This is an optimization exercise on Yosys and OpenROAD, whose aim is small area, a short achievable clock period and few clock cycles per item, not a production implementation.
RTL that was checked went through simulation tests only; none was proved equivalent to the original.
Only the layout flow was run in runs 1, 4 and 5; the RTL was not checked for function there.
The clock port is modelled as an ideal driver; clocking choices that lean on that would not hold on a real chip.

**flow/config.mk**
```make
export PLATFORM = sky130hd
export DESIGN_NAME = upsample_accelerator
export DESIGN_NICKNAME = upsample_accelerator
export VERILOG_FILES = /design/flow/design.v
export SDC_FILE = /design/flow/constraint.sdc
export NUM_CORES = 4
export LEC_CHECK = 0
export CAP_MARGIN = 20
export CORE_MARGIN = 2
export CORE_UTILIZATION = 65
export CTS_CLUSTER_DIAMETER = 200
export CTS_CLUSTER_SIZE = 26
export PLACE_DENSITY = 0.72
export SLEW_MARGIN = 20
```
**flow/flow/run.sh**
```bash
#!/bin/bash
set -euo pipefail
ARGS=("BUFFER_PORTS_ARGS=-buffer_cell sky130_fd_sc_hd__buf_2" SETUP_SLACK_MARGIN=9.40)
bash standard.sh "${ARGS[@]}" cts > standard_cts.log 2>&1
RESULTS=$PWD/orfs/results/$FLOW_PLATFORM/upsample_accelerator/base openroad -no_init -exit flow/bypass_clk.tcl > bypass_clk.log 2>&1
bash standard.sh "${ARGS[@]}" finish > standard.log 2>&1
```
**flow/constraint.sdc**
```tcl
create_clock -name core_clock -period 13.0 [get_ports {clk}]
set_input_delay 2.6000 -clock core_clock [delete_from_list [all_inputs] [get_ports {clk}]]
set_output_delay 2.6000 -clock core_clock [all_outputs]
set_load 0.01 [all_outputs]
```
**flow/standard.sh**
```bash
#!/bin/bash
# synth_recipe.tcl (not shown) runs the flow's synth.tcl, then flattens the netlist and writes it again
# the make line also repeats each setting of config.mk as NAME=value (left out here)
make -C /OpenROAD-flow-scripts/flow DESIGN_CONFIG=/design/flow/config.mk WORK_HOME=/design/flow/orfs CLKGATE_MAP_FILE= SYNTH_SCRIPT=/design/flow/synth_recipe.tcl "${@:-finish}"
```
**flow/design.v**
```verilog
module upsample_accelerator #(
    parameter integer DATA_WIDTH = 24,
    parameter integer MAX_WIDTH = 1920,
    parameter integer MAX_HEIGHT = 1080
)(
    input wire clk,
    input wire rst_n,
    input wire [DATA_WIDTH-1:0] input_pixel,
    input wire input_valid,
    output wire input_ready,
    input wire input_sof,       
    input wire input_eol,       
    output wire [DATA_WIDTH-1:0] output_pixel,
    output wire output_valid,
    input wire output_ready,
    output wire output_sof,
    output wire output_eol,
    input wire [1:0] scale_factor,     
    input wire [1:0] interp_method,    
    input wire [15:0] input_width,
    input wire [15:0] input_height
);
    reg       bil;
    reg [3:0] kk;         
    always @(posedge clk) begin
        bil  <= (interp_method == 2'b01);
        kk   <= {scale_factor == 2'b11, scale_factor == 2'b00,
                 scale_factor == 2'b01, scale_factor == 2'b10};
    end
    wire sf3  = kk[3];
    wire stat = ~bil | sf3;                  
    reg [1:0] zc;         
    reg       skip;       
    reg       zr;         
    reg       zs;         
    reg       ir;         
    reg [7:0] st;         
    reg       wt;         
    reg       full;       
    reg       ov;         
    reg       pend;       
    reg       have;       
    reg       eolc, sofc;
    reg       ffirst;     
    reg [2:0] cb;         
    reg [23:0] p0, p1, p2, p3;
    reg        efirst;    
    reg [21:0] xr_v0;     
    reg [21:0] yr_d;      
    reg [21:0] u;         
    reg [21:0] d;         
    reg [18:0] base;
    reg [7:0]  hi;
    reg [2:0]  a;         
    reg [15:0] xrem;      
    reg [15:0] yrem;      
    function [21:0] add22(input [21:0] x, input [21:0] y, input ci);
        reg [21:0] g, p, gg, pp;
        integer i, k;
        begin
            g = x & y;
            p = x ^ y;
            g[0] = g[0] | (p[0] & ci);
            gg = g;
            pp = p;
            for (k = 1; k < 22; k = k * 2)
                for (i = 2 * k - 1; i < 22; i = i + 2 * k) begin
                    gg[i] = gg[i] | (pp[i] & gg[i - k]);
                    pp[i] = pp[i] & pp[i - k];
                end
            for (k = 8; k >= 1; k = k / 2)
                for (i = 3 * k - 1; i < 22; i = i + 2 * k) begin
                    gg[i] = gg[i] | (pp[i] & gg[i - k]);
                    pp[i] = pp[i] & pp[i - k];
                end
            add22 = p ^ {gg[20:0], ci};
        end
    endfunction
    function [15:0] dec16(input [15:0] v);
        integer i;
        reg z;
        begin
            z = 1'b1;
            for (i = 0; i < 16; i = i + 1) begin
                dec16[i] = v[i] ^ z;
                z = z & ~v[i];
            end
        end
    endfunction
    wire zf  = zc[0];
    wire full_n;
    wire acc = input_valid & ir;
    always @(posedge clk) begin
        if (acc | zf) begin
            p0 <= p1;
            p1 <= p2;
            p2 <= p3;
            p3 <= zf ? 24'd0 : input_pixel;
        end
    end
    wire s4 = st[7];                         
    wire rdone = s4 | (zc == 2'b01);         
    wire [3:0] cb_sum = {1'b0, cb} + kk;
    wire       cb_blk = cb_sum[3];
    wire       f_end  = cb_blk & (yrem == 16'd1);
    always @(posedge clk or negedge rst_n) begin
        if (!rst_n) begin
            cb <= 3'd0;
            ffirst <= 1'b1;
        end else if (rdone) begin
            cb <= cb_sum[2:0];
            ffirst <= f_end;
        end
    end
    always @(posedge clk) begin
        if (zc[1] | (rdone & f_end))
            yrem <= input_height;
        else if (rdone & cb_blk)
            yrem <= dec16(yrem);
        if (rdone)
            efirst <= ffirst;
    end
    reg bit_sel;          
    reg dbl;              
    reg zro;              
    reg sub;              
    wire [2:0] eb = stat ? 3'd0 : cb;
    wire go_a = ho;                          
    wire go_b = acc & ~skip;                 
    always @(posedge clk) begin
        bit_sel <= ((go_a | go_b) & eb[2]) | ((st[0] | st[4]) & eb[1]) | ((st[1] | st[5]) & eb[0]);
        dbl     <= st[0] | st[1] | st[4] | st[5];
        zro     <= go_a | go_b;
        sub     <= full_n;
    end
    wire [21:0] e_opa = zro ? 22'd0 : dbl ? {yr_d[20:0], 1'b0} : yr_d;
    wire [21:0] e_opb = sub ? ~xr_v0 : (bit_sel ? p3[21:0] : p1[21:0]);
    wire [21:0] e_sum = add22(e_opa, e_opb, sub);
    always @(posedge clk) begin
        if (st[3]) xr_v0 <= e_sum;
        if (|st) yr_d <= e_sum;
    end
    wire ho  = full & (~have | (ov & eolc));    
    wire adv = ov & ~eolc;                      
    wire [3:0] a_sum  = {1'b0, a} + kk;
    wire       a_blk  = a_sum[3];                
    wire [2:0] a_n    = a_sum[2:0];
    wire [3:0] an_sum = {1'b0, a_n} + kk;
    wire       an_blk = an_sum[3];               
    wire       xl_n   = a_blk ? (xrem == 16'd2) : (xrem == 16'd1);
    always @(posedge clk) begin
        if (ho) begin
            u    <= {xr_v0[18:0] & {19{~zr}}, 3'b000};
            base <= xr_v0[18:0];
            d    <= kk[2] ? {e_sum[19:0], 2'b00} : kk[1] ? {e_sum[20:0], 1'b0} : e_sum;
            hi   <= (bil | zr) ? 8'd0 : p0[23:16];
            a    <= 3'd0;
            xrem <= input_width;
        end else if (adv) begin
            if (!stat & !zs)
                u <= a_blk ? {base, 3'b000} : add22(u, d, 1'b0);
            a <= a_n;
            if (a_blk) xrem <= dec16(xrem);
        end
    end
    wire pend_n = (pend | ov) & ~output_ready;
    wire have_n = ho | (have & ~(ov & eolc));
    wire ov_n   = have_n & ~pend_n;
    assign full_n = s4 | (acc & skip) | (full & ~ho);
    wire [1:0] zc_n = {1'b0, zc[1]};
    wire eolc_n = ho ? (sf3 & (input_width == 16'd1)) : adv ? (an_blk & xl_n) : eolc;
    wire wt_n   = (st[3] | wt) & ~acc;
    wire ir_n   = st[2] | wt_n | (skip & ~acc & ~zc[1]);
    always @(posedge clk or negedge rst_n) begin
        if (!rst_n) begin
            zc <= 2'b11;
            skip <= 1'b1;
            zr <= 1'b0;
            zs <= 1'b0;
            ir <= 1'b0;
            st <= 8'd0;
            wt <= 1'b0;
            full <= 1'b0;
            ov <= 1'b0;
            pend <= 1'b0;
            have <= 1'b0;
            eolc <= 1'b0;
            sofc <= 1'b0;
        end else begin
            zc <= zc_n;
            skip <= skip & ~acc;
            zr <= (acc & skip) | (zr & ~ho);
            zs <= ho ? zr : zs;
            ir <= ir_n;
            st <= {st[6:4], go_b, st[2:0], go_a};
            wt <= wt_n;
            full <= full_n;
            ov <= ov_n;
            pend <= pend_n;
            have <= have_n;
            eolc <= eolc_n;
            sofc <= ho ? efirst : adv ? 1'b0 : sofc;
        end
    end
    assign input_ready  = ir;
    assign output_valid = ov;
    assign output_sof   = sofc;
    assign output_eol   = eolc;
    assign output_pixel = {hi, u[21:6]};
endmodule
```
**flow/flow/bypass_clk.tcl**
```tcl
# Remove the clock tree's intermediate buffers: the root buffer then drives the
# leaf buffers directly (same depth for every register).
proc bypass_mid_clkbufs {} {
  set blk [ord::get_db_block]
  set root_out ""
  foreach inst [$blk getInsts] {
    if {[string match clkbuf_0_* [$inst getName]]} { set root_out [[$inst findITerm X] getNet] }
  }
  if {$root_out eq ""} { return 0 }
  set n 0
  foreach it [$root_out getITerms] {
    set inst [$it getInst]
    if {[$it isOutputSignal]} { continue }
    set m [[$inst getMaster] getName]
    if {![string match sky130_fd_sc_hd__clkbuf_* $m]} { continue }
    set out [[$inst findITerm X] getNet]
    # only bypass buffers that drive other clock buffers
    set loads {}
    set ok 1
    foreach lt [$out getITerms] {
      if {[$lt getInst] == $inst} { continue }
      if {![string match sky130_fd_sc_hd__clkbuf_* [[[$lt getInst] getMaster] getName]]} { set ok 0 }
      lappend loads $lt
    }
    if {!$ok} { continue }
    foreach lt $loads { $lt disconnect; $lt connect $root_out }
    [$inst findITerm A] disconnect
    [$inst findITerm X] disconnect
    odb::dbInst_destroy $inst
    odb::dbNet_destroy $out
    incr n
  }
  return $n
}

set results $::env(RESULTS)
read_db $results/4_cts.odb
puts "bypassed [bypass_mid_clkbufs] intermediate clock buffers"
write_db $results/4_cts.odb
```
==> out/metrics.csv, run 1 <==
metric;value;unit
status;timing/DRC/antenna clean;
hpwl;15.69;mm
ff2ff_setup_slack;9.21;ns
relSlewSlack;0.3013;
setup_viol;0;
tightestPinTransition;1.047;ns
routed_wl;23.57;mm
fin_nets;1303;
setup_slack;9.211;ns
synthTopCellsByCount;edfxtp_1, nand2_1, ha_1, inv_1, a21oi_1;
multi_input_area;5030;µm²
io_pins;94;
area_growth;12.60;%
path_cells;buf_4 > nor2b_1 > a211oi_1 > a21o_1 > inv_1 > ha_1 > nand2_1 > o21ai_0 > a221o_1 > a31o_4 > o31a_1 > fa_2 > xor2_4 > mux2i_1 > o21ai_1;
hold_buffers;0;
netlist_area;13040;µm²
maxCapViolations;0;
overflow;0;
worstHoldPathType;reg2reg;
start_util;0.6656;
maxSlewViolCount;0;
critPathCaptureType;flip-flop;
die_w;145.6;µm
crit_required;13.17;ns
detail-route-antenna-nets;0;
path_delay_family;compound AO/OA/AOI/OAI gates;
syn-num-nets;1187;
clock.fmax;0.2639;GHz
synthCells;1021;
clkTransAtPathRegs;0.10;ns
grt_pass1_wl;38.96;mm
cts-root-buf;clkbuf_16;
place_inst;1333;
synth-edff-count;225;
htreeDepth;1;
yosysWarnings;1;
crit_slowest_cell;dfxtp_4;
arrival;3.96;ns
fill_cells;1314;
place_ws;8.583;ns
seq_area_frac_synth;0.5896;
track_usage;0.2340;
firstDrtPassIters;7;
hold_violations;0;
drcViolationCount;0;
yosysMostFrequentCell;edfxtp_1;
synth_top_area_frac;0.5182;
fin_cells;1406;
hp-start;zc[1];
wire_per_inst;16.76;µm
setup.worst_path.start_class;flip-flop;
core_area;19590;µm²
placed_area;13630;µm²
post-route-period-util;0.2915;
synth_top_area_cell;edfxtp_1;
grt_start_max_net_pins;81;
ys_types;61;
diodes;0;
cts.sinks;265;
dr_total_vias;7823;
cts_tree;yes;
dieArea;21210;µm²
portBuffers;91;
via_per_inst;5.564;
r2r_start;bit_sel;
hold_depth;0;
worstSkewPairLatency;0.44;ns
clock_path_buffers;3;
rsz0062_at_grt;true;
syn_area_per_cell;12.77;µm²
async_flop_share;0.09434;
synthTopCellsByArea;edfxtp_1, ha_1, mux2i_1;
synth_flop_cell;edfxtp_1;
worst-setup-path-type;reg2reg;
grt_pass1_vias;7757;
gp_congestion;0.7999;
antenna_found_initial;0;
seqCellArea;7695;µm²
whs;0.3739;ns
fin_skew;0.02970;ns
drive_above_1_share;0.2252;
num_rows;51;
reg2reg_depth;15;
die_y;145.6;µm
design_area;14680;µm²
cp_num_buf_inv;2;
fin_crit;3.789;ns
ys_seq_elements;265;
setup_tns;0;ns
cp_max_fo;11;
rr_endpoint;d[19];
cts_buffers;14;
holdPathEnd;zc[0];
drt_iter0_drc;489;
max_stage_delay;0.41;ns
## layout make-up
cell class              instances  area share
inverters                      70     0.01790
clock buffers                  17     0.02318
well taps                     265     0.02258
repair buffers                152     0.06758
clock inverters                 1    0.002045
multi-input cells             636      0.3426
flip-flops and latches        265      0.5241
## worst reg2reg max path, stage by stage, from the launching register on
cell and delay (ns):
dfxtp_4 0.41, buf_4 0.20, nor2b_1 0.07, a211oi_1 0.35, a21o_1 0.18, inv_1 0.05, ha_1 0.27, nand2_1 0.08
o21ai_0 0.19, a221o_1 0.37, a31o_4 0.23, o31a_1 0.26, fa_2 0.39, xor2_4 0.21, mux2i_1 0.16, o21ai_1 0.11
## worst max-delay path by stage
stage | slack (ns) | from | cells past startpoint | endpoint
after global routing | 9.05 | bit_sel | 15 | d[19]
after global placement | 8.68 | bit_sel | 14 | d[19]
after floorplan | 9.37 | input_valid | 2 | p0[16]
after CTS | 9.17 | p1[0] | 14 | d[19]
final | 9.21 | bit_sel | 15 | d[19]
after detailed placement | 8.58 | bit_sel | 14 | d[19]
## routing by layer
layer,GRT usage,share of wire,vias up
met1,0.3426,0.48,3769
met2,0.3682,0.47,167
met3,0.03574,0.042,18
li1,-,-,3869
met4,0.07206,0.013,0
met5,0,0,-
## per-stage QoR
stage	util
CTS	0.7416
global placement	0.6956
floorplan	-
finish	0.7494
detailed placement	0.6956
global route	0.7494
## placed cells by master, fill, tap and decap left out, types with 5 or more instances in the layout
cell type,n
edfxtp_1,225
clkbuf_16,13
ha_2,12
nor2b_1,52
dfrtp_1,19
mux2i_1,53
or2_2,7
nor2_1,55
inv_1,65
nor4_1,7
dfxtp_1,13
buf_4,52
and2_1,11
o21ai_0,37
a21o_1,16
o21ai_2,19
xor2_1,8
nand2_1,83
nand2b_1,6
ha_1,63
buf_2,90
a211oi_1,27
fa_2,5
a21oi_1,58
fa_1,20
xnor2_1,9
nand4_1,5
buf_6,7
o21ai_1,9
xnor2_2,6
inv_2,5
## flip-flops by register name, indices dropped and copies added, names as in the netlist, 2 cells and up
name and count:
a 3, base 19, cb 3, d 22, hi 8, kk 4
p0 8, p1 24, p2 24, p3 24, st 8, u 22
xr_v0 22, xrem 16, yr_d 22, yrem 16, zc 2
## cell families (layout without fill, tap and decap cells)
kind of cell / Yosys count / count (layout) / share of synthesized area
AO/OA/AOI/OAI: 198 / 198 / 0.09692
XOR/XNOR: 27 / 27 / 0.01977
adder cells (fa/ha/maj): 100 / 100 / 0.1104
AND/OR/NAND/NOR: 254 / 255 / 0.09740
buffers and inverters: 121 / 240 / 0.04328
other: 1 / 1 / 0.0002876
multiplexers: 55 / 55 / 0.04241
flip-flops: 265 / 265 / 0.5896
## what timing repair did
item | 4_1_cts | 5_1_grt
gates cloned | 1 | 1
endpoints found under the setup margin | 73 | 92
resized for setup | 36 | 29
setup buffers | 41 | 12
pin swaps | 15 | 11
==> run 2, diff against run 1 <==
--- a/flow/design.v
+++ b/flow/design.v
@@ -55,39 +55,8 @@
     reg [15:0] xrem;      
     reg [15:0] yrem;      
-    function [21:0] add22(input [21:0] x, input [21:0] y, input ci);
-        reg [21:0] g, p, gg, pp;
-        integer i, k;
-        begin
-            g = x & y;
-            p = x ^ y;
-            g[0] = g[0] | (p[0] & ci);
-            gg = g;
-            pp = p;
-            for (k = 1; k < 22; k = k * 2)
-                for (i = 2 * k - 1; i < 22; i = i + 2 * k) begin
-                    gg[i] = gg[i] | (pp[i] & gg[i - k]);
-                    pp[i] = pp[i] & pp[i - k];
-                end
-            for (k = 8; k >= 1; k = k / 2)
-                for (i = 3 * k - 1; i < 22; i = i + 2 * k) begin
-                    gg[i] = gg[i] | (pp[i] & gg[i - k]);
-                    pp[i] = pp[i] & pp[i - k];
-                end
-            add22 = p ^ {gg[20:0], ci};
-        end
-    endfunction
-    function [15:0] dec16(input [15:0] v);
-        integer i;
-        reg z;
-        begin
-            z = 1'b1;
-            for (i = 0; i < 16; i = i + 1) begin
-                dec16[i] = v[i] ^ z;
-                z = z & ~v[i];
-            end
-        end
-    endfunction
     wire zf  = zc[0];
     wire full_n;
+    wire ho;              
+    wire adv;             
     wire acc = input_valid & ir;
     always @(posedge clk) begin
@@ -117,5 +86,5 @@
             yrem <= input_height;
         else if (rdone & cb_blk)
-            yrem <= dec16(yrem);
+            yrem <= yrem - 16'd1;
         if (rdone)
             efirst <= ffirst;
@@ -136,11 +105,12 @@
     wire [21:0] e_opa = zro ? 22'd0 : dbl ? {yr_d[20:0], 1'b0} : yr_d;
     wire [21:0] e_opb = sub ? ~xr_v0 : (bit_sel ? p3[21:0] : p1[21:0]);
-    wire [21:0] e_sum = add22(e_opa, e_opb, sub);
+    wire [22:0] e_sc  = {e_opa, 1'b1} + {e_opb, sub};
+    wire [21:0] e_sum = e_sc[22:1];
     always @(posedge clk) begin
         if (st[3]) xr_v0 <= e_sum;
         if (|st) yr_d <= e_sum;
     end
-    wire ho  = full & (~have | (ov & eolc));    
-    wire adv = ov & ~eolc;                      
+    assign ho  = full & (~have | (ov & eolc));
+    assign adv = ov & ~eolc;
     wire [3:0] a_sum  = {1'b0, a} + kk;
     wire       a_blk  = a_sum[3];                
@@ -159,7 +129,7 @@
         end else if (adv) begin
             if (!stat & !zs)
-                u <= a_blk ? {base, 3'b000} : add22(u, d, 1'b0);
+                u <= a_blk ? {base, 3'b000} : (u + d);
             a <= a_n;
-            if (a_blk) xrem <= dec16(xrem);
+            if (a_blk) xrem <= xrem - 16'd1;
         end
     end
==> flow/flow/run.sh (replaced) <==
#!/bin/bash
set -euo pipefail
ARGS=("BUFFER_PORTS_ARGS=-buffer_cell sky130_fd_sc_hd__buf_2" SETUP_SLACK_MARGIN=9.4)
bash standard.sh "${ARGS[@]}" cts > standard_cts.log 2>&1
RESULTS=$PWD/orfs/results/$FLOW_PLATFORM/upsample_accelerator/base openroad -no_init -exit flow/clock_tree.tcl > clock_tree.log 2>&1
bash standard.sh "${ARGS[@]}" finish > standard.log 2>&1
==> flow/flow/clock_tree.tcl (new file) <==
# Remove the clock tree's intermediate buffers: the root buffer then drives the
# leaf buffers directly (same depth for every register).
proc bypass_mid_clkbufs {} {
  set blk [ord::get_db_block]
  set root_out ""
  foreach inst [$blk getInsts] {
    if {[string match clkbuf_0_* [$inst getName]]} { set root_out [[$inst findITerm X] getNet] }
  }
  if {$root_out eq ""} { return 0 }
  set n 0
  foreach it [$root_out getITerms] {
    set inst [$it getInst]
    if {[$it isOutputSignal]} { continue }
    set m [[$inst getMaster] getName]
    if {![string match sky130_fd_sc_hd__clkbuf_* $m]} { continue }
    set out [[$inst findITerm X] getNet]
    # only bypass buffers that drive other clock buffers
    set loads {}
    set ok 1
    foreach lt [$out getITerms] {
      if {[$lt getInst] == $inst} { continue }
      if {![string match sky130_fd_sc_hd__clkbuf_* [[[$lt getInst] getMaster] getName]]} { set ok 0 }
      lappend loads $lt
    }
    if {!$ok} { continue }
    foreach lt $loads { $lt disconnect; $lt connect $root_out }
    [$inst findITerm A] disconnect
    [$inst findITerm X] disconnect
    odb::dbInst_destroy $inst
    odb::dbNet_destroy $out
    incr n
  }
  return $n
}

# Split the clock root: the clock port drives NR root buffers directly, each
# placed at the centre of the leaf buffers it drives.
proc split_clock_root {nr} {
  set blk [ord::get_db_block]
  set root ""
  foreach inst [$blk getInsts] {
    if {[string match clkbuf_0_* [$inst getName]]} { set root $inst }
  }
  if {$root eq ""} { return 0 }
  set rnet [[$root findITerm X] getNet]
  set cnet [[$root findITerm A] getNet]
  set leaves {}
  foreach it [$rnet getITerms] {
    if {[$it getInst] == $root} { continue }
    set loc [[$it getInst] getLocation]
    lappend leaves [list [lindex $loc 0] [lindex $loc 1] $it]
  }
  set n [llength $leaves]
  if {$n < $nr} { return 0 }
  # group leaves by x position
  set leaves [lsort -integer -index 0 $leaves]
  set master [$root getMaster]
  for {set g 0} {$g < $nr} {incr g} {
    set lo [expr {$g * $n / $nr}]
    set hi [expr {($g + 1) * $n / $nr - 1}]
    set grp [lrange $leaves $lo $hi]
    if {$g == 0} {
      set b $root
      set net $rnet
    } else {
      set b [odb::dbInst_create $blk $master "clkbuf_0_${g}_clk"]
      set net [odb::dbNet_create $blk "clknet_0_${g}_clk"]
      $net setSigType CLOCK
      [$b findITerm A] connect $cnet
      [$b findITerm X] connect $net
    }
    set sx 0; set sy 0
    foreach l $grp {
      set sx [expr {$sx + [lindex $l 0]}]
      set sy [expr {$sy + [lindex $l 1]}]
      if {$g != 0} { set it [lindex $l 2]; $it disconnect; $it connect $net }
    }
    set cx [expr {$sx / [llength $grp]}]
    set cy [expr {$sy / [llength $grp]}]
    $b setLocation $cx $cy
    $b setPlacementStatus PLACED
  }
  return $nr
}

set results $::env(RESULTS)
read_db $results/4_cts.odb
puts "bypassed [bypass_mid_clkbufs] intermediate clock buffers"
puts "clock port now drives [split_clock_root 3] root buffers"
detailed_placement
check_placement
global_connect
write_db $results/4_cts.odb
removed: flow/flow/bypass_clk.tcl
==> out/metrics.csv, run 2 <==
metric;value;unit;change
grt_start_max_net_pins;82;;+1.2%
overflow;0;;unchanged
synthCells;1128;;+10%
die_y;146.6;µm;+0.68%
setup_viol;0;;unchanged
clkTransAtPathRegs;0.11;ns;about the same
critPathCaptureType;flip-flop;;
yosysMostFrequentCell;edfxtp_1;;
firstDrtPassIters;5;;-2
netlist_area;13220;µm²;+1.4%
dieArea;21500;µm²;+1.4%
fin_nets;1339;;+2.8%
maxCapViolations;0;;unchanged
synthTopCellsByArea;edfxtp_1, ha_1, dfrtp_1;;
diodes;0;;unchanged
fin_crit;3.588;ns;-0.2009 ns
clock_path_buffers;3;;unchanged
synth_flop_cell;edfxtp_1;;
ys_types;75;;+23%
whs;0.3922;ns;+0.01833 ns
syn_area_per_cell;11.72;µm²;-8.2%
multi_input_area;5281;µm²;+5.0%
wire_per_inst;17.75;µm;+5.9%
cp_max_fo;2;;-9
holdPathEnd;st[7];;
track_usage;0.2460;;+0.01208
worst-setup-path-type;in2reg;;
grt_pass1_wl;42.26;mm;+8.5%
cts_buffers;14;;unchanged
htreeDepth;1;;unchanged
hold_violations;0;;unchanged
drt_iter0_drc;642;;+31%
synth_top_area_cell;edfxtp_1;;
setup_tns;0;ns;unchanged
post-route-period-util;0.2760;;-0.01545
cts-root-buf;clkbuf_16;;
arrival;3.86;ns;-0.10 ns
setup.worst_path.start_class;primary input;;
layout_commonest_cell;edfxtp_1;;
dr_total_vias;8782;;+12%
r2r_start;bit_sel;;
maxSlewViolCount;0;;unchanged
async_flop_share;0.09434;;unchanged
reg_top3;p1 x24, p2 x24, p3 x24;;
antenna_found_initial;0;;unchanged
grt_pass1_vias;8373;;+7.9%
routed_wl;26.40;mm;+12%
cts_tree;yes;;
core_area;20100;µm²;+2.6%
hold_depth;0;;unchanged
fin_skew;0.02872;ns;-0.0009752 ns
portBuffers;91;;unchanged
detail-route-antenna-nets;0;;unchanged
hpwl;17.73;mm;+13%
rsz0062_at_grt;true;;
hp-start;st[6];;
layout_common_cells;edfxtp_1, nor2_1, a21oi_1, buf_2, nand2_1;;
fill_cells;1373;;+4.5%
gp_congestion;0.8788;;+9.9%
synth-edff-count;225;;unchanged
worstSkewPairLatency;0.33;ns;-0.11 ns
drcViolationCount;0;;unchanged
place_inst;1439;;+8.0%
clock.fmax;0.2787;GHz;+5.6%
seq_area_frac_synth;0.5815;;-0.008091
seqCellArea;7694;µm²;about the same
num_rows;52;;+2.0%
via_per_inst;5.906;;+6.1%
syn-num-nets;1254;;+5.6%
crit_required;13.27;ns;+0.10 ns
tightestPinTransition;0.9545;ns;-0.09213 ns
rr_endpoint;d[18];;
io_pins;94;;unchanged
cts.sinks;265;;unchanged
drive_above_1_share;0.1569;;-0.06830
ff2ff_setup_slack;9.52;ns;+0.31 ns
status;timing/DRC/antenna clean;;
hold_buffers;0;;unchanged
ys_seq_elements;265;;unchanged
fin_cells;1487;;+5.8%
worstHoldPathType;reg2reg;;
area_growth;10.79;%;
start_util;0.6576;;-0.008001
synthTopCellsByCount;edfxtp_1, nor2_1, a21oi_1, nand2_1, o21ai_0;;
relSlewSlack;0.3637;;+0.06238
die_w;146.6;µm;+0.68%
reg2reg_depth;14;;-1
synth_top_area_frac;0.5111;;-0.007111
yosysWarnings;1;;unchanged
## run 2: how the worst max path moves through the flow
stage / from / to
global route: sub / d[19]
global placement: input_valid / p3[13]
CTS: hi[5] / output_pixel[21]
finish: input_width[12] / eolc
detailed placement: bit_sel / d[19]
floorplan: input_width[14] / eolc
## run 2: area by class of cell
cell class,instances,share of cell area
flip-flops and latches,265,0.5253
multi-input cells,774,0.3606
repair buffers,127,0.05442
clock buffers,17,0.02324
well taps,270,0.02307
inverters,31,0.007945
plain buffers,2,0.003417
clock inverters,1,0.002050
## run 2: stage by stage
stage          worst slack, ns  area (µm²)    util
2_1_floorplan            9.172       13250       -
3_5_place_dp             8.920       13840  0.6882
6_report                 9.412       14650  0.7285
4_1_cts                  9.305       14450  0.7189
3_3_place_gp             8.976       13840  0.6882
5_1_grt                  9.378       14650  0.7285
## run 2: per-layer routing
layer / wire length [µm] / share of wire / vias to the layer above / track usage
met2: 12320 / 0.47 / 225 / 0.3915
met1: 12450 / 0.47 / 4208 / 0.3698
met4: 432 / 0.016 / 0 / 0.06602
li1: - / - / 4321 / -
met5: 0 / 0 / - / 0
met3: 1196 / 0.045 / 28 / 0.02250
## run 2: critical path, stage by stage
cell	delay, ns
buf_6	0.09
or4b_4	0.51
or4_4	0.50
a21oi_2	0.15
## run 2: repair_timing
| item | in CTS | in global routing |
|---|---|---|
| endpoints found under the setup margin | 43 | 99 |
| buffers inserted | 20 | 5 |
| gates cloned | 0 | 3 |
| pin swaps | 2 | 10 |
| resized for setup | 13 | 22 |
## run 2: cells by family after synthesis
| kind of cell | Yosys count | share of synthesized area |
|---|---|---|
| simple gates | 328 | 0.1221 |
| compound gates | 283 | 0.1363 |
| flops | 265 | 0.5815 |
| buf+inv | 90 | 0.03019 |
| xor+xnor | 64 | 0.04240 |
| fa+ha+maj | 60 | 0.05906 |
| mux | 37 | 0.02820 |
| other cells | 1 | 0.0002837 |
Testbench counts of run 2, summed over its fixed seeds: cycles 15,263, items 14,904.
==> run 3, diff against run 2 <==
==> flow/flow/run.sh (replaced) <==
#!/bin/bash
set -euo pipefail
ARGS=("BUFFER_PORTS_ARGS=-buffer_cell sky130_fd_sc_hd__buf_2" SETUP_SLACK_MARGIN=9.5)
bash standard.sh "${ARGS[@]}" cts > standard_cts.log 2>&1
RESULTS=$PWD/orfs/results/$FLOW_PLATFORM/upsample_accelerator/base openroad -no_init -exit flow/clock_tree.tcl > clock_tree.log 2>&1
bash standard.sh "${ARGS[@]}" finish > standard.log 2>&1
==> out/metrics.csv, run 3 <==
metric;value;unit;change
status;timing/DRC/antenna clean;;
tightestPinTransition;0.9445;ns;-0.01004 ns
start_util;0.6576;;unchanged
firstDrtPassIters;4;;-1
yosysMostFrequentCell;edfxtp_1;;
netlist_area;13220;µm²;unchanged
die_y;146.6;µm;unchanged
layout_commonest_cell;edfxtp_1;;
drive_above_1_share;0.1772;;+0.02024
io_pins;94;;unchanged
fin_crit;3.597;ns;+0.009290 ns
gp_congestion;0.8623;;-1.9%
setup.worst_path.start_class;primary input;;
cts_buffers;14;;unchanged
maxSlewViolCount;0;;unchanged
crit_slowest_cell;or4b_4;;
synth_flop_cell;edfxtp_1;;
hold_buffers;0;;unchanged
layout_common_cells;edfxtp_1, nor2_1, a21oi_1, buf_2, nand2_1;;
clock_path_buffers;3;;unchanged
cp_num_buf_inv;1;;unchanged
track_usage;0.2471;;+0.001030
via_per_inst;5.888;;-0.31%
setup_viol;0;;unchanged
arrival;3.86;ns;about the same
worstHoldPathType;reg2reg;;
relSlewSlack;0.3704;;+0.006694
reg_top3;p1 x24, p2 x24, p3 x24;;
synthTopCellsByArea;edfxtp_1, ha_1, dfrtp_1;;
diodes;0;;unchanged
whs;0.3931;ns;+0.0008080 ns
syn_area_per_cell;11.72;µm²;unchanged
routed_wl;26.86;mm;+1.8%
htreeDepth;1;;unchanged
portBuffers;91;;unchanged
num_rows;52;;unchanged
detail-route-antenna-nets;0;;unchanged
dr_total_vias;8867;;+0.97%
path_cells;buf_6 > or4b_4 > or4_4 > a21oi_2;;
synthCells;1128;;unchanged
maxCapViolations;0;;unchanged
drt_iter0_drc;579;;-9.8%
max_stage_delay;0.52;ns;about the same
core_area;20100;µm²;unchanged
setup_tns;0;ns;unchanged
ys_types;75;;unchanged
grt_start_max_net_pins;82;;unchanged
cts-root-buf;clkbuf_16;;
wire_per_inst;17.84;µm;+0.48%
async_flop_share;0.09434;;unchanged
dieArea;21500;µm²;unchanged
hold_violations;0;;unchanged
seq_area_frac_synth;0.5815;;unchanged
synthTopCellsByCount;edfxtp_1, nor2_1, a21oi_1, nand2_1, o21ai_0;;
drcViolationCount;0;;unchanged
cts.sinks;265;;unchanged
yosysWarnings;1;;unchanged
grt_pass1_vias;8410;;+0.44%
cts_tree;yes;;
area_growth;12.81;%;
cp_max_fo;2;;unchanged
fin_skew;0.03551;ns;+0.006787 ns
overflow;0;;unchanged
critPathCaptureType;flip-flop;;
worst-setup-path-type;in2reg;;
fin_nets;1354;;+1.1%
clkTransAtPathRegs;0.11;ns;about the same
rsz0062_at_grt;true;;
grt_pass1_wl;42.41;mm;+0.34%
worstSkewPairLatency;0.34;ns;about the same
post-route-period-util;0.2767;;+0.0007146
clock.fmax;0.2780;GHz;-0.26%
synth-edff-count;225;;unchanged
antenna_found_initial;0;;unchanged
synth_top_area_cell;edfxtp_1;;
path_delay_family;simple AND/OR/NAND/NOR gates;;
crit_required;13.26;ns;about the same
synth_top_area_frac;0.5111;;unchanged
die_w;146.6;µm;unchanged
hpwl;17.60;mm;-0.73%
ys_seq_elements;265;;unchanged
syn-num-nets;1254;;unchanged
[run 3: per-stage QoR]
step	util	cells	setup slack, ns	area [µm²]
after global placement	0.6882	1439	8.980	13840
after floorplan	-	1128	9.172	13250
after detailed placement	0.6882	1439	8.913	13840
after CTS	0.7225	1485	9.314	14530
after global routing	0.7418	1506	9.377	14910
final	0.7418	1506	9.403	14910
[run 3: layout make-up]
type	count	area [µm²]
sequential	265	7695
multi-input combinational	774	5385
fill	1380	5191
timing repair buffer	142	943.4
clock buffer	21	355.3
tap	270	337.8
inverter	31	116.4
buffer	2	50.05
clock inverter	1	30.03
[run 3: path summary, 6_finish.rpt]
kind                                 startpoint     to  slack, ns  cells after the start
worst min-delay path                      st[6]  st[7]       0.39                      0
max in group asynchronous                 rst_n     ir      10.37                      1
worst max register to register          bit_sel  d[19]       9.53                     14
worst min register to register            st[6]  st[7]       0.39                      0
worst max-delay path            input_width[12]   eolc       9.40                      4
min in group asynchronous                 rst_n  st[3]       2.24                      1
[run 3: cell families after synthesis]
kind of cell,Yosys count,share of synthesized area
compound gates,283,0.1363
xor+xnor,64,0.04240
fa+ha+maj,60,0.05906
buf+inv,90,0.03019
flops,265,0.5815
mux,37,0.02820
other cells,1,0.0002837
simple gates,328,0.1221
[run 3: layer usage]
layer / GRT usage / share of wire / routed length (µm)
met3: 0.02250 / 0.043 / 1166
met2: 0.4007 / 0.47 / 12690
met4: 0.05680 / 0.019 / 497
met1: 0.3684 / 0.47 / 12510
met5: 0 / 0 / 0
[run 3: what timing repair did]
| action | 4_1_cts | 5_1_grt |
|---|---|---|
| resized for setup | 18 | 42 |
| setup buffers | 21 | 18 |
| gates cloned | 1 | 3 |
| setup endpoints to repair | 88 | 111 |
| pin swaps | 5 | 21 |
==> run 4, diff against run 3 <==
--- a/flow/design.v
+++ b/flow/design.v
@@ -23,6 +23,8 @@
     reg       bil;
     reg [3:0] kk;         
+    reg       ow1;        
     always @(posedge clk) begin
         bil  <= (interp_method == 2'b01);
+        ow1  <= (scale_factor == 2'b11) & (input_width == 16'd1);
         kk   <= {scale_factor == 2'b11, scale_factor == 2'b00,
                  scale_factor == 2'b01, scale_factor == 2'b10};
@@ -139,5 +141,5 @@
     assign full_n = s4 | (acc & skip) | (full & ~ho);
     wire [1:0] zc_n = {1'b0, zc[1]};
-    wire eolc_n = ho ? (sf3 & (input_width == 16'd1)) : adv ? (an_blk & xl_n) : eolc;
+    wire eolc_n = ho ? ow1 : adv ? (an_blk & xl_n) : eolc;
     wire wt_n   = (st[3] | wt) & ~acc;
     wire ir_n   = st[2] | wt_n | (skip & ~acc & ~zc[1]);
==> out/metrics.csv, run 4 <==
metric;value;unit;change
htreeDepth;1;;unchanged
antenna_found_initial;0;;unchanged
maxCapViolations;0;;unchanged
reg2reg_depth;14;;unchanged
syn_area_per_cell;11.89;µm²;+1.4%
synth_top_area_cell;edfxtp_1;;
drive_above_1_share;0.1713;;-0.005896
clkTransAtPathRegs;0.10;ns;about the same
clock.fmax;0.2839;GHz;+2.1%
fin_crit;3.522;ns;-0.07487 ns
hold_depth;0;;unchanged
path_cells;buf_2;;
crit_slowest_cell;edfxtp_1;;
diodes;0;;unchanged
crit_required;10.40;ns;-2.86 ns
rr_endpoint;d[17];;
setup.worst_path.start_class;flip-flop;;
cp_num_buf_inv;1;;unchanged
setup_tns;0;ns;unchanged
dr_total_vias;8659;;-2.3%
area_growth;12.80;%;about the same
core_area;19650;µm²;-2.2%
wire_per_inst;17.52;µm;-1.8%
portBuffers;91;;unchanged
cts-root-buf;clkbuf_16;;
synthTopCellsByCount;edfxtp_1, nor2_1, a21oi_1, nand2_1, nor2b_1;;
dieArea;21340;µm²;-0.72%
relSlewSlack;0.3805;;+0.01016
arrival;0.92;ns;-2.94 ns
grt_start_max_net_pins;81;;-1.2%
yosysWarnings;1;;unchanged
fin_skew;0.03127;ns;-0.004237 ns
hpwl;17.49;mm;-0.65%
synthTopCellsByArea;edfxtp_1, ha_1, dfrtp_1;;
worstSkewPairLatency;0.33;ns;about the same
hold_violations;0;;unchanged
layout_common_cells;edfxtp_1, nor2_1, buf_2, a21oi_1, nand2_1;;
seq_area_frac_synth;0.5873;;+0.005850
grt_pass1_vias;8253;;-1.9%
overflow;0;;unchanged
firstDrtPassIters;5;;+1
maxSlewViolCount;0;;unchanged
detail-route-antenna-nets;0;;unchanged
drcViolationCount;0;;unchanged
routed_wl;26.12;mm;-2.8%
post-route-period-util;0.2710;;-0.005759
rsz0062_at_grt;true;;
ys_seq_elements;266;;+0.38%
track_usage;0.2432;;-0.003895
die_y;146.1;µm;-0.36%
clock_path_buffers;3;;unchanged
cts_tree;yes;;
r2r_start;bit_sel;;
yosysMostFrequentCell;edfxtp_1;;
io_pins;94;;unchanged
ys_types;73;;-2.7%
hold_buffers;0;;unchanged
max_stage_delay;0.43;ns;-0.09 ns
worstHoldPathType;reg2reg;;
cp_max_fo;2;;unchanged
netlist_area;13120;µm²;-0.74%
cts.sinks;266;;+0.38%
layout_commonest_cell;edfxtp_1;;
gp_congestion;0.8745;;+1.4%
fin_nets;1344;;-0.74%
setup_viol;0;;unchanged
path_delay_family;flip-flops;;
via_per_inst;5.808;;-1.4%
die_w;146.1;µm;-0.36%
synth_top_area_frac;0.5149;;+0.003801
ff2ff_setup_slack;9.49;ns;-0.04 ns
syn-num-nets;1230;;-1.9%
num_rows;51;;-1.9%
synthCells;1104;;-2.1%
status;timing/DRC/antenna clean;;
reg_top3;p1 x24, p2 x24, p3 x24;;
setup_slack;9.478;ns;+0.07487 ns
hp-start;p2[19];;
tightestPinTransition;0.9292;ns;-0.01525 ns
synth-edff-count;225;;unchanged
holdPathEnd;p1[19];;
worst-setup-path-type;reg2out;;
cts_buffers;14;;unchanged
async_flop_share;0.09398;;-0.0003547
place_ws;8.991;ns;+0.07790 ns
drt_iter0_drc;496;;-14%
synth_flop_cell;edfxtp_1;;
grt_pass1_wl;41.70;mm;-1.7%
critPathCaptureType;output port;;
start_util;0.6677;;+0.01011
-- run 4: worst max path at each step --
stage / from / endpoint / slack (ns) / cells after the start
after global routing: bit_sel / d[17] / 9.36 / 14
final: u[7] / output_pixel[1] / 9.48 / 1
after CTS: hi[6] / output_pixel[22] / 9.32 / 1
after detailed placement: input_valid / p1[2] / 8.99 / 3
after floorplan: input_valid / p0[16] / 9.37 / 2
after global placement: input_valid / p3[1] / 9.01 / 3
-- run 4: routing by layer --
layer  up-vias  wire length, µm  GRT usage
met5         -                0          0
li1       4284                -          -
met2       206            11820     0.3873
met3        34             1191    0.02281
met1      4135            12600     0.3675
met4         0              512    0.06019
-- run 4: cell type report --
class	count	area, µm²
Tap cell	265	331.6
Sequential cell	266	7714
Inverter	28	105.1
Buffer	2	50.05
Timing Repair Buffer	148	991.0
Fill cell	1333	4851
Clock inverter	1	20.02
Clock buffer	21	355.3
Multi-Input combinational cell	760	5236
-- run 4: repair_timing --
| item | CTS | global route |
|---|---|---|
| endpoints found under the setup margin | 51 | 106 |
| setup buffers | 24 | 20 |
| pin swaps | 7 | 13 |
| gates cloned | 1 | 3 |
| gates resized for setup | 18 | 19 |
-- run 4: metrics by stage --
step	std cells	utilization	hold slack, ns	area [µm²]
2_1_floorplan	1104	-	0.3549	13150
3_3_place_gp	1418	0.6998	0.3570	13750
3_5_place_dp	1418	0.6998	0.3708	13750
4_1_cts	1467	0.7365	0.3884	14480
5_1_grt	1491	0.7532	0.3963	14800
6_report	1491	0.7532	0.3970	14800
-- run 4: cell families (layout without fill, tap and decap cells) --
| family | after synthesis | in the layout | synth area share |
|---|---|---|---|
| xor+xnor | 64 | 64 | 0.04329 |
| simple gates | 323 | 324 | 0.1199 |
| fa+ha+maj | 60 | 60 | 0.05950 |
| other cells | 1 | 1 | 0.0002858 |
| flops | 266 | 266 | 0.5873 |
| compound gates | 272 | 272 | 0.1321 |
| mux | 39 | 39 | 0.03003 |
| buf+inv | 79 | 200 | 0.02765 |
==> run 5, diff against run 4 <==
==> flow/flow/run.sh (replaced) <==
#!/bin/bash
set -euo pipefail
ARGS=("BUFFER_PORTS_ARGS=-buffer_cell sky130_fd_sc_hd__buf_2" SETUP_SLACK_MARGIN=9.4)
bash standard.sh "${ARGS[@]}" cts > standard_cts.log 2>&1
RESULTS=$PWD/orfs/results/$FLOW_PLATFORM/upsample_accelerator/base openroad -no_init -exit flow/clock_tree.tcl > clock_tree.log 2>&1
bash standard.sh "${ARGS[@]}" finish > standard.log 2>&1
==> out/metrics.csv, run 5 <==
metric;value;unit;change
status;timing/DRC/antenna clean;;
grt_start_max_net_pins;81;;unchanged
maxCapViolations;0;;unchanged
cts.sinks;266;;unchanged
fin_nets;1342;;-0.15%
crit_required;13.10;ns;+2.70 ns
antenna_found_initial;0;;unchanged
rsz0062_at_grt;true;;
async_flop_share;0.09398;;unchanged
synth_top_area_frac;0.5149;;unchanged
die_y;146.1;µm;unchanged
grt_pass1_wl;40.60;mm;-2.6%
syn-num-nets;1230;;unchanged
synth_top_family_by_area;compound AO/OA/AOI/OAI gates;;
routed_wl;26.66;mm;+2.1%
synthTopCellsByCount;edfxtp_1, nor2_1, a21oi_1, nand2_1, nor2b_1;;
synth_top_area_cell;edfxtp_1;;
area_growth;13.04;%;
wire_per_inst;17.91;µm;+2.2%
portBuffers;91;;unchanged
setup_slack;9.438;ns;-0.03922 ns
start_util;0.6677;;unchanged
synth-xor-area-share;0.04329;;unchanged
cts-root-buf;clkbuf_16;;
synth-edff-count;225;;unchanged
setup_viol;0;;unchanged
dr_total_vias;8761;;+1.2%
critPathCaptureType;flip-flop;;
fin_crit;3.562;ns;+0.03922 ns
setup_tns;0;ns;unchanged
hold_violations;0;;unchanged
synth_flop_cell;edfxtp_1;;
synthAdderAreaFrac;0.05950;;unchanged
fin_skew;0.03748;ns;+0.006203 ns
clock.fmax;0.2808;GHz;-1.1%
synthTopCellsByArea;edfxtp_1, ha_1, dfrtp_1;;
grt_pass1_vias;8055;;-2.4%
io_pins;94;;unchanged
synthSimpleGateAreaFrac;0.1199;;unchanged
yosysMostFrequentCell;edfxtp_1;;
post-route-period-util;0.2740;;+0.003017
layout_common_cells;edfxtp_1, nor2_1, buf_2, a21oi_1, nand2_1;;
tightestPinTransition;0.9640;ns;+0.03482 ns
clkTransAtPathRegs;0.11;ns;about the same
ys_types;73;;unchanged
yosysWarnings;1;;unchanged
maxSlewViolCount;0;;unchanged
reg_top3;p1 x24, p2 x24, p3 x24;;
synth_compound_area_frac;0.1321;;unchanged
muxShareOfSynthArea;0.03003;;unchanged
cts_tree;yes;;
worstSkewPairLatency;0.33;ns;about the same
gp_congestion;0.8614;;-1.5%
firstDrtPassIters;5;;unchanged
die_w;146.1;µm;unchanged
drt_iter0_drc;477;;-3.8%
setup.worst_path.start_class;flip-flop;;
track_usage;0.2362;;-0.006991
relSlewSlack;0.3573;;-0.02321
worst-setup-path-type;reg2reg;;
arrival;3.66;ns;+2.74 ns
drive_above_1_share;0.1781;;+0.006816
worstHoldPathType;reg2reg;;
place_ws;9.003;ns;+0.01232 ns
diodes;0;;unchanged
syn_area_per_cell;11.89;µm²;unchanged
netlist_area;13120;µm²;unchanged
cp_max_fo;6;;+4
num_rows;51;;unchanged
ys_seq_elements;266;;unchanged
overflow;0;;unchanged
cts_buffers;14;;unchanged
seq_area_frac_synth;0.5873;;unchanged
detail-route-antenna-nets;0;;unchanged
layout_commonest_cell;edfxtp_1;;
hold_buffers;0;;unchanged
drcViolationCount;0;;unchanged
htreeDepth;1;;unchanged
dieArea;21340;µm²;unchanged
hpwl;17.62;mm;+0.78%
via_per_inst;5.884;;+1.3%
clock_path_buffers;3;;unchanged
synthCells;1104;;unchanged
core_area;19650;µm²;unchanged
run 5: metal layers:
layer / share of wire / GRT usage
met3: 0.050 / 0.02375
met5: 0 / 0
met4: 0.019 / 0.05097
met2: 0.46 / 0.3764
met1: 0.47 / 0.3589
run 5: final cells by class:
cell class,instances,area [µm²]
Sequential cell,266,7719
Multi-Input combinational cell,760,5264
Fill cell,1354,4820
Timing Repair Buffer,146,989.7
Clock buffer,21,355.3
Tap cell,265,331.6
Inverter,28,105.1
Buffer,2,50.05
Clock inverter,1,20.02
run 5: cell families after synthesis:
| group | count (synthesis) |
|---|---|
| other | 1 |
| XOR/XNOR | 64 |
| AO/OA/AOI/OAI | 272 |
| buffers and inverters | 79 |
| AND/OR/NAND/NOR | 323 |
| multiplexers | 39 |
| adder cells (fa/ha/maj) | 60 |
| flip-flops | 266 |
run 5: stage by stage:
step / util / instance area (µm²) / std cells / hold WS, ns
finish: 0.7548 / 14830 / 1489 / 0.3890
global route: 0.7548 / 14830 / 1489 / 0.3921
CTS: 0.7305 / 14360 / 1461 / 0.3858
detailed placement: 0.6998 / 13750 / 1418 / 0.3637
global placement: 0.6998 / 13750 / 1418 / 0.3579
floorplan: - / 13150 / 1104 / 0.3549
run 5: worst paths after layout:
kind                         start  endpoint  slack, ns  depth (start not counted)
hold / removal               st[6]     st[7]       0.39                          0
hold reg to reg              st[6]     st[7]       0.39                          0
setup reg to reg           bit_sel     d[17]       9.44                         14
min in group asynchronous    rst_n        ir       2.24                          1
setup / recovery           bit_sel     d[17]       9.44                         14
max in group asynchronous    rst_n     st[3]      10.37                          1
run 5: timing repair:
action / 4_1_cts / 5_1_grt
cloned: 0 / 6
buffers inserted: 19 / 22
resized for setup: 9 / 43
endpoints found under the setup margin: 38 / 91
pin swaps: 0 / 29
run 5: worst max-delay path, stage by stage (launching register included):
cell	delay [ns]
dfxtp_4	0.44
buf_12	0.14
nor2b_4	0.04
a211oi_4	0.21
a21oi_2	0.09
fa_2	0.41
a211oi_2	0.19
o21bai_1	0.12
o311a_1	0.40
a31o_4	0.28
a41o_1	0.25
a21oi_2	0.18
xnor2_2	0.13
a22o_1	0.24
a31o_1	0.18
==> run 6, diff against run 5 <==
--- a/flow/design.v
+++ b/flow/design.v
@@ -121,9 +121,10 @@
     wire       an_blk = an_sum[3];               
     wire       xl_n   = a_blk ? (xrem == 16'd2) : (xrem == 16'd1);
+    wire [21:0] dk    = kk[2] ? {d[19:0], 2'b00} : kk[1] ? {d[20:0], 1'b0} : d;    
     always @(posedge clk) begin
         if (ho) begin
             u    <= {xr_v0[18:0] & {19{~zr}}, 3'b000};
             base <= xr_v0[18:0];
-            d    <= kk[2] ? {e_sum[19:0], 2'b00} : kk[1] ? {e_sum[20:0], 1'b0} : e_sum;
+            d    <= e_sum;
             hi   <= (bil | zr) ? 8'd0 : p0[23:16];
             a    <= 3'd0;
@@ -131,5 +132,5 @@
         end else if (adv) begin
             if (!stat & !zs)
-                u <= a_blk ? {base, 3'b000} : (u + d);
+                u <= a_blk ? {base, 3'b000} : (u + dk);
             a <= a_n;
             if (a_blk) xrem <= xrem - 16'd1;
==> flow/flow/run.sh (replaced) <==
#!/bin/bash
set -euo pipefail
ARGS=("BUFFER_PORTS_ARGS=-buffer_cell sky130_fd_sc_hd__buf_2" SETUP_SLACK_MARGIN=9.55)
bash standard.sh "${ARGS[@]}" cts > standard_cts.log 2>&1
RESULTS=$PWD/orfs/results/$FLOW_PLATFORM/upsample_accelerator/base openroad -no_init -exit flow/clock_tree.tcl > clock_tree.log 2>&1
bash standard.sh "${ARGS[@]}" finish > standard.log 2>&1
--- a/flow/flow/clock_tree.tcl
+++ b/flow/flow/clock_tree.tcl
@@ -87,5 +87,5 @@
 read_db $results/4_cts.odb
 puts "bypassed [bypass_mid_clkbufs] intermediate clock buffers"
-puts "clock port now drives [split_clock_root 3] root buffers"
+puts "clock port now drives [split_clock_root 4] root buffers"
 detailed_placement
 check_placement
==> out/metrics.csv, run 6 <==
metric;value;unit;change
clock_path_buffers;3;;unchanged
synth-edff-count;225;;unchanged
post-route-period-util;0.2698;;-0.004182
via_per_inst;5.781;;-1.7%
track_usage;0.2329;;-0.003270
fin_crit;3.507;ns;-0.05437 ns
max_stage_delay;0.43;ns;about the same
cp_max_fo;1;;-5
syn_area_per_cell;11.99;µm²;+0.83%
htreeDepth;1;;unchanged
reg_top3;p1 x24, p2 x24, p3 x24;;
antenna_found_initial;0;;unchanged
grt_pass1_vias;8116;;+0.76%
synthCells;1105;;+0.091%
dr_total_vias;8469;;-3.3%
cts.sinks;266;;unchanged
design_area;14530;µm²;-2.0%
rsz0062_at_grt;true;;
layout_common_cells;edfxtp_1, buf_2, nor2_1, a21oi_1, nand2_1;;
die_w;146.7;µm;+0.45%
routed_wl;24.71;mm;-7.3%
synth_top_area_cell;edfxtp_1;;
clkTransAtPathRegs;0.10;ns;about the same
dieArea;21530;µm²;+0.90%
overflow;0;;unchanged
fin_nets;1317;;-1.9%
area_growth;9.740;%;
placed_area;13840;µm²;+0.66%
fill_cells;1379;;+1.8%
gp_congestion;0.8762;;+1.7%
wl_met3;949;µm;-28%
cp_num_buf_inv;1;;unchanged
drcViolationCount;0;;unchanged
hpwl;17.14;mm;-2.7%
cts_tree;yes;;
ys_seq_elements;266;;unchanged
wl_met2;11.21;mm;-9.1%
clock.fmax;0.2851;GHz;+1.6%
cp_num_cells;1;;-13
portBuffers;91;;unchanged
setup.worst_path.start_class;flip-flop;;
top_layer_used;met4;;
fin_skew;0.03314;ns;-0.004336 ns
ys_types;78;;+6.8%
critPathCaptureType;output port;;
path_delay_family;flip-flops;;
diodes;0;;unchanged
start_util;0.6588;;-0.008923
cts-root-buf;clkbuf_16;;
synth_flop_cell;edfxtp_1;;
seq_area_frac_synth;0.5820;;-0.005382
reg2reg_depth;12;;-2
layout_commonest_cell;edfxtp_1;;
crit_slowest_cell;edfxtp_1;;
worstHoldPathType;reg2reg;;
worst-setup-path-type;reg2out;;
arrival;0.91;ns;-2.75 ns
synthTopCellsByCount;edfxtp_1, nor2_1, a21oi_1, nand2_1, o21ai_0;;
yosysWarnings;1;;unchanged
detail-route-antenna-nets;0;;unchanged
core_area;20100;µm²;+2.3%
path_cells;buf_2;;
synth_top_area_frac;0.5102;;-0.004718
setup_viol;0;;unchanged
firstDrtPassIters;5;;unchanged
hold_depth;0;;unchanged
setup_tns;0;ns;unchanged
wire_per_inst;16.87;µm;-5.8%
status;timing/DRC/antenna clean;;
netlist_area;13240;µm²;+0.92%
synthTopCellsByArea;edfxtp_1, ha_1, dfrtp_1;;
worstSkewPairLatency;0.32;ns;about the same
drive_above_1_share;0.1531;;-0.02497
cts_buffers;14;;unchanged
crit_required;10.40;ns;-2.70 ns
io_pins;94;;unchanged
hold_violations;0;;unchanged
async_flop_share;0.09398;;unchanged
yosysMostFrequentCell;edfxtp_1;;
drt_iter0_drc;502;;+5.2%
hold_buffers;0;;unchanged
tightestPinTransition;1.002;ns;+0.03752 ns
grt_pass1_wl;40.13;mm;-1.2%
syn-num-nets;1231;;+0.081%
wl_met1;12.10;mm;-3.3%
maxSlewViolCount;0;;unchanged
grt_start_max_net_pins;82;;+1.2%
relSlewSlack;0.3298;;-0.02748
num_rows;52;;+2.0%
die_y;146.7;µm;+0.45%
maxCapViolations;0;;unchanged
-- run 6: cell count changes in the layout (fill, tap and decap cells not counted), moves of 6 or more --
| cell | delta |
|---|---|
| a21oi_1 | -6 |
| a22oi_1 | +7 |
| buf_4 | -16 |
| mux2i_1 | +9 |
| nand2_1 | +7 |
| nand2b_1 | -6 |
| nor2_1 | -10 |
| nor3_1 | -10 |
| nor4_1 | -6 |
| o21ai_1 | +6 |
| xor2_1 | +10 |
-- run 6: final timing paths --
kind                                    end     from  slack [ns]
max                        output_pixel[20]    hi[4]        9.49
min                                   st[7]    st[6]        0.39
max reg2reg                        yr_d[18]  bit_sel        9.75
min reg2reg                           st[7]    st[6]        0.39
max in group asynchronous                ir    rst_n       10.35
min in group asynchronous             st[4]    rst_n        2.26
-- run 6: what timing repair did --
item | 4_1_cts | 5_1_grt
buffers inserted | 19 | 5
pin swaps | 0 | 0
endpoints found under the setup margin | 108 | 88
cloned | 1 | 0
gates resized for setup | 1 | 13
-- run 6: layout make-up --
cell class / instances / area (µm²) / share of cell area
flip-flops and latches: 266 / 7711 / 0.5306
multi-input cells: 761 / 5249 / 0.3611
plain buffers: 3 / 75.07 / 0.005165
inverters: 25 / 93.84 / 0.006457
well taps: 270 / 337.8 / 0.02324
clock buffers: 17 / 340.3 / 0.02342
clock inverters: 1 / 20.02 / 0.001377
repair buffers: 122 / 706.9 / 0.04864
-- run 6: routing by layer --
metal	up-vias	global-route usage
met5	-	0
met4	0	0.06650
met3	25	0.02236
met2	183	0.3721
met1	4019	0.3469
li1	4242	-
-- run 6: cell families after synthesis --
logic type / share of synthesized area
AND/OR/NAND/NOR: 0.1168
AO/OA/AOI/OAI: 0.1330
buffers and inverters: 0.02768
multiplexers: 0.03571
XOR/XNOR: 0.04563
adder cells (fa/ha/maj): 0.05895
flip-flops: 0.5820
other: 0.0002831
-- run 6: worst register-to-register path, stage by stage, from the launching register on --
cell      delay [ns]
dfxtp_1         0.37
buf_12          0.22
nor2b_1         0.08
a211oi_1        0.34
a21oi_1         0.12
ha_1            0.31
a21oi_1         0.07
nand4b_1        0.26
a21oi_2         0.28
nor3_1          0.10
o221ai_1        0.39
nor4_1          0.11
a311oi_2        0.38
-- run 6: metrics by stage --
step             util  instances  worst slack [ns]  hold WS [ns]
2_1_floorplan       -       1105             9.374        0.3549
3_3_place_gp   0.6886       1419             8.985        0.3620
3_5_place_dp   0.6886       1419             8.989        0.3671
4_1_cts        0.7166       1459             9.325        0.3883
5_1_grt        0.7229       1465             9.471        0.3938
6_report       0.7229       1465             9.493        0.3863
Testbench counts of run 6, summed over its fixed seeds: cycles 15,263, items 14,904.
==> run 7, diff against run 6 <==
==> flow/flow/run.sh (replaced) <==
#!/bin/bash
set -euo pipefail
ARGS=("BUFFER_PORTS_ARGS=-buffer_cell sky130_fd_sc_hd__buf_2" SETUP_SLACK_MARGIN=9.45)
bash standard.sh "${ARGS[@]}" cts > standard_cts.log 2>&1
RESULTS=$PWD/orfs/results/$FLOW_PLATFORM/upsample_accelerator/base openroad -no_init -exit flow/clock_tree.tcl > clock_tree.log 2>&1
bash standard.sh "${ARGS[@]}" finish > standard.log 2>&1
--- a/flow/flow/clock_tree.tcl
+++ b/flow/flow/clock_tree.tcl
@@ -87,5 +87,5 @@
 read_db $results/4_cts.odb
 puts "bypassed [bypass_mid_clkbufs] intermediate clock buffers"
-puts "clock port now drives [split_clock_root 4] root buffers"
+puts "clock port now drives [split_clock_root 3] root buffers"
 detailed_placement
 check_placement
--- a/flow/config.mk
+++ b/flow/config.mk
@@ -13,2 +13,3 @@
 export PLACE_DENSITY = 0.72
 export SLEW_MARGIN = 20
+export TNS_END_PERCENT = 0
==> out/metrics.csv, run 7 <==
metric;value;unit;change
status;timing/DRC/antenna clean;;
dieArea;21530;µm²;unchanged
fin_nets;1302;;-1.1%
drcViolationCount;0;;unchanged
fin_skew;0.03161;ns;-0.001527 ns
yosysWarnings;1;;unchanged
die_w;146.7;µm;unchanged
crit_slowest_cell;nand2b_2;;
async_flop_share;0.09398;;unchanged
area_growth;8.332;%;
io_pins;94;;unchanged
cp_max_fo;40;;+39
ff2ff_setup_slack;9.51;ns;-0.24 ns
synth-edff-count;225;;unchanged
setup.worst_path.start_class;primary input;;
wire_per_inst;16.84;µm;-0.16%
die_y;146.7;µm;unchanged
worstHoldPathType;reg2reg;;
cts.sinks;266;;unchanged
hold_violations;0;;unchanged
max_stage_delay;0.67;ns;+0.24 ns
synthTopCellsByArea;edfxtp_1, ha_1, dfrtp_1;;
reg2reg_depth;12;;unchanged
place_inst;1419;;unchanged
ys_seq_elements;266;;unchanged
track_usage;0.2315;;-0.001419
maxSlewViolCount;0;;unchanged
cts_buffers;14;;unchanged
relSlewSlack;0.3457;;+0.01590
yosysMostFrequentCell;edfxtp_1;;
cts_tree;yes;;
overflow;0;;unchanged
grt_pass1_vias;8033;;-1.0%
hold_buffers;0;;unchanged
clock_path_buffers;3;;unchanged
crit_required;12.95;ns;+2.55 ns
wl_met1;11.92;mm;-1.4%
diodes;0;;unchanged
wl_met2;11.04;mm;-1.5%
ys_types;78;;unchanged
htreeDepth;1;;unchanged
tightestPinTransition;0.9778;ns;-0.02376 ns
num_rows;52;;unchanged
grt_pass1_wl;39.83;mm;-0.76%
synthCells;1105;;unchanged
setup_tns;0;ns;unchanged
reg_top3;p1 x24, p2 x24, p3 x24;;
drive_above_1_share;0.1364;;-0.01670
rr_endpoint;d[20];;
holdPathEnd;st[7];;
hp-start;st[6];;
top_layer_used;met4;;
syn_area_per_cell;11.99;µm²;unchanged
drt_iter0_drc;446;;-11%
r2r_start;bit_sel;;
synth_top_area_frac;0.5102;;unchanged
cts-root-buf;clkbuf_16;;
path_cells;buf_2 > nand2_8 > nand2b_2;;
synth_flop_cell;edfxtp_1;;
rsz0062_at_grt;true;;
synthTopCellsByCount;edfxtp_1, nor2_1, a21oi_1, nand2_1, o21ai_0;;
post-route-period-util;0.2740;;+0.004255
start_util;0.6588;;unchanged
fin_crit;3.563;ns;+0.05531 ns
dr_total_vias;8417;;-0.61%
portBuffers;91;;unchanged
netlist_area;13240;µm²;unchanged
syn-num-nets;1231;;unchanged
layout_common_cells;edfxtp_1, buf_2, nor2_1, a21oi_1, nand2_1;;
synth_top_area_cell;edfxtp_1;;
antenna_found_initial;0;;unchanged
arrival;3.51;ns;+2.60 ns
firstDrtPassIters;5;;unchanged
setup_viol;0;;unchanged
hold_depth;0;;unchanged
gp_congestion;0.8762;;unchanged
clkTransAtPathRegs;0.10;ns;about the same
worst-setup-path-type;in2reg;;
layout_commonest_cell;edfxtp_1;;
via_per_inst;5.805;;+0.41%
hpwl;17.14;mm;unchanged
seq_area_frac_synth;0.5820;;unchanged
detail-route-antenna-nets;0;;unchanged
critPathCaptureType;flip-flop;;
worstSkewPairLatency;0.33;ns;about the same
core_area;20100;µm²;unchanged
routed_wl;24.42;mm;-1.2%
fin_cells;1450;;-1.0%
clock.fmax;0.2807;GHz;-1.6%
wl_met3;1.093;mm;+15%
fill_cells;1395;;+1.2%
maxCapViolations;0;;unchanged
grt_start_max_net_pins;82;;unchanged
[run 7: cell counts after synthesis]
Identical to the previous run, type by type.
[run 7: area by class of cell]
cell class | count | area (µm²) | share of cell area
buffer | 2 | 50.05 | 0.003488
clock buffer | 17 | 340.3 | 0.02372
clock inverter | 1 | 20.02 | 0.001395
inverter | 25 | 93.84 | 0.006541
multi-input combinational | 761 | 5213 | 0.3633
sequential | 266 | 7710 | 0.5374
tap | 270 | 337.8 | 0.02355
timing repair buffer | 108 | 583.1 | 0.04064
[run 7: routing by layer]
layer,track usage,vias up
met5,0,-
li1,-,4213
met3,0.02764,23
met1,0.3463,3978
met2,0.3671,203
met4,0.05971,0
[run 7: kinds of logic after synthesis]
family                   count (synthesis)  share of synthesized area
AO/OA/AOI/OAI                          275                     0.1330
XOR/XNOR                                69                    0.04563
adder cells (fa/ha/maj)                 60                    0.05895
buffers and inverters                   79                    0.02768
flip-flops                             266                     0.5820
multiplexers                            47                    0.03571
other                                    1                  0.0002831
AND/OR/NAND/NOR                        308                     0.1168
[run 7: critical path, delay by kind of cell]
family                 cells  cell delay (ns)
buffers and inverters      1             0.15
and+or+nand+nor            2             0.75
[run 7: through the flow]
stage / setup slack (ns) / area (µm²) / utilization / hold WS (ns)
final: 9.437 / 14350 / 0.7137 / 0.3859
after global routing: 9.263 / 14350 / 0.7137 / 0.3938
after CTS: 9.325 / 14330 / 0.7128 / 0.3883
after detailed placement: 8.989 / 13840 / 0.6886 / 0.3671
after global placement: 8.985 / 13840 / 0.6886 / 0.3620
after floorplan: 9.374 / 13270 / - / 0.3549
[run 7: timing repair]
item	in CTS	in global routing
setup buffers	10	0
gates cloned	0	1
endpoints found under the setup margin	28	92
resized for setup	1	0
[run 7: how the worst max path moves through the flow]
stage	cells after the start	start	to
after detailed placement	3	input_valid	p0[22]
after global routing	12	bit_sel	d[20]
final	3	input_valid	p2[23]
after CTS	1	hi[4]	output_pixel[20]
after floorplan	2	input_valid	p0[16]
after global placement	3	input_valid	p0[22]

==> afterwards: timing with drivers on the ports <==
The results above use ideal ports. As a check the final layouts listed here were re-extracted and re-timed, cells and wires unchanged. Step 1 sets driving cells, clkbuf_16 on the clock port and buf_2 on the other inputs (assumed; they add their load-dependent delay and slew). Step 2 adds t to the input delays and takes it off the output delays; t is the mean of the earliest and latest rising clock arrival at the registers after step 1. Input paths then give back, and output paths get back, about the clock's delay inside the block. a / b / c = ideal / step 1 / step 2; a / b = the first two.
run | t (ns) | setup WS [ns] | clock arrival spread, ns | pins driven straight from the clock port
run 1 | 0.473 | 9.211 / 9.211 / 9.103 | 0.030 / 0.029 | 1
run 2 | 0.392 | 9.412 / 9.414 / 9.060 | 0.030 / 0.030 | 3
run 3 | 0.389 | 9.403 / 9.402 / 9.049 | 0.037 / 0.037 | 3
run 4 | 0.385 | 9.478 / 9.407 / 9.337 | 0.032 / 0.031 | 3
run 5 | 0.386 | 9.438 / 9.406 / 9.342 | 0.039 / 0.040 | 3
run 6 | 0.381 | 9.493 / 9.413 / 9.363 | 0.034 / 0.034 | 4
run 7 | 0.384 | 9.437 / 9.415 / 9.098 | 0.032 / 0.032 | 3
After both steps every run listed still meets setup and hold. For run 3, which loses most, drivers alone change the setup slack by -0.001 ns; drivers and shift together by -0.354 ns.
